Background: an optimization exercise with open tools, aiming at small area and a short achievable clock period. Do not read the settings as production practice.

==> inputs of run a <==
## square_extractor
module square_extractor #(
	parameter WIDTH = 32
)(
	input clk,     
	input rst_n,   
	input din_valid,
	input [2 * WIDTH - 1:0]radicand,
	output dout_valid,
	output [WIDTH - 1:0]dout,
	output [2 * WIDTH - 1:0]remainder
);
==> module square_cell, before the edit <==
module square_cell #(
	parameter J = 1
)(
	input  [J:0]   r,      
	input  [J-1:0] qn,     
	input  [1:0]   b,      
	output [J+1:0] nr,
	output [J:0]   nqn
);
	wire [J+1:0] s = {1'b0, r} + {1'b0, 1'b1, qn} + {{(J+1){1'b0}}, |b};
	wire ge = s[J+1];
	assign nqn = {qn, ~ge};
	assign nr[1:0]   = ge ? {~(b[1] ^ b[0]), ~b[0]} : b;
	assign nr[J+1:2] = ge ? s[J-1:0] : r[J-1:0];
endmodule
make LEC_CHECK=0 ABC_AREA=1 CAP_MARGIN=20 CORE_MARGIN=2 CORE_UTILIZATION=40 SETUP_SLACK_MARGIN=5.0 SLEW_MARGIN=20 finish   # period 5.5 ns
run.sh (not shown) runs the stock make flow with config.mk's settings and CLKGATE_MAP_FILE= SYNTH_SCRIPT=/design/flow/synth_recipe.tcl, a recipe that flattens the netlist after the stock synthesis.
==> run b (differences from run a) <==
--- a/flow/design.v
+++ b/flow/design.v
@@ -8,9 +8,8 @@
 	output [J:0]   nqn
 );
-	wire [J+1:0] s = {1'b0, r} + {1'b0, 1'b1, qn} + {{(J+1){1'b0}}, |b};
-	wire ge = s[J+1];
+	wire [J+2:0] d = {r, b} + {1'b1, qn, 2'b11};
+	wire ge = ~d[J+2];
 	assign nqn = {qn, ~ge};
-	assign nr[1:0]   = ge ? {~(b[1] ^ b[0]), ~b[0]} : b;
-	assign nr[J+1:2] = ge ? s[J-1:0] : r[J-1:0];
+	assign nr = ge ? d[J+1:0] : {r[J-1:0], b};
 endmodule
 module square_extractor #(
Settings changed: CTS_BUF_LIST set to sky130_fd_sc_hd__clkbuf_8, SETUP_SLACK_MARGIN 5.0 to 3.
==> run c (differences from run a) <==
--- a/flow/design.v
+++ b/flow/design.v
@@ -8,9 +8,8 @@
 	output [J:0]   nqn
 );
-	wire [J+1:0] s = {1'b0, r} + {1'b0, 1'b1, qn} + {{(J+1){1'b0}}, |b};
-	wire ge = s[J+1];
+	wire [J+2:0] d = {r, b} + {1'b1, qn, 2'b11};
+	wire ge = ~d[J+2];
 	assign nqn = {qn, ~ge};
-	assign nr[1:0]   = ge ? {~(b[1] ^ b[0]), ~b[0]} : b;
-	assign nr[J+1:2] = ge ? s[J-1:0] : r[J-1:0];
+	assign nr = ge ? d[J+1:0] : {r[J-1:0], b};
 endmodule
 module square_extractor #(
Settings changed: CORE_UTILIZATION 40 to 65, CTS_CLUSTER_DIAMETER set to 60, CTS_CLUSTER_SIZE set to 30, SETUP_SLACK_MARGIN 5.0 to 3.
==> out/qor.yml <==
status: "complete, no violations"
numPlacedInstances: 12930
filler_free_cell_count_of_the_finished_design: 13580
antenna_violations_before_repair: 5
critical_path_cell_count: 1
area_of_the_multi_input_gates_um2: 36930
die_w_um: 459.9
finalInstanceArea_um2: 95770
grt_util_all_layers_pct: 21.98
synth.cells.most_frequent: "sky130_fd_sc_hd__nand2_1, sky130_fd_sc_hd__dfxtp_1, sky130_fd_sc_hd__inv_1"
# the run above: run b

==> out/qor.yml <==
detailed_place.area_um2: 84840
status: "complete, no violations"
slew-limit-headroom_pct: 53.22
critical_path_cell_count: 1
grt_util_all_layers_pct: 20.75
synth.cells.most_frequent: "sky130_fd_sc_hd__nand2_1, sky130_fd_sc_hd__dfxtp_1, sky130_fd_sc_hd__inv_1"
antenna_violations_before_repair: 10
die_w_um: 449.3
globalRoute.totalOverflow: 0
insertion_delay_ns: 0.86
numPlacedInstances: 12050
nNonClkBuffers: 518
synth_simple_gate_area_share_pct: 22.95
area_of_the_multi_input_gates_um2: 40300
ctsRootBufferMaster: "sky130_fd_sc_hd__clkbuf_16"
# the run above: run a

==> out/qor.yml <==
cp_launch_point: "qn_s9[7]"
hold_path_startpoint: "x_s1[30]"
die_w_um: 361.6
setup_ws_ns: 2.950
final.hold.worst_slack_ns: 0.3053
gr-usage-met1_pct: 49.66
numPlacedInstances: 11890
synth.cells.most_frequent: "sky130_fd_sc_hd__nand2_1, sky130_fd_sc_hd__dfxtp_1, sky130_fd_sc_hd__inv_1"
grt_util_all_layers_pct: 36.84
ff_latch_area_um2: 42500
status: "complete, no violations"
filler_free_cell_count_of_the_finished_design: 12180
# the run above: run c

No functional check of the RTL was part of any run of this note.

[re-timing with driven ports]
The results above use ideal ports. As a check the final layouts listed here were re-extracted and re-timed, cells and wires unchanged. Step 1: set_driving_cell puts a clkbuf_16 on clk and a buf_2 on each other input, an assumption about the parent block. Step 2, shift: input delay + t, output delay - t, t = (earliest + latest rising clock arrival at the registers) / 2. This alone moves slack from input paths to output paths. Three values: ideal ports, drivers, drivers and shift; two values: the first two.
| run | shift t [ns] | setup WS [ns] | worst setup path at the end | worst register clock-pin slew, ns |
|---|---|---|---|---|
| run a | 0.910 | 3.074 / 2.991 / 3.078 | register to register | 0.07 / 0.07 |
| run b | 1.094 | 2.856 / 2.763 / 3.065 | register to register | 0.07 / 0.07 |
| run c | 0.899 | 2.950 / 2.950 / 2.950 | register to register | 0.11 / 0.11 |
After both steps setup and hold are still met in every run listed.
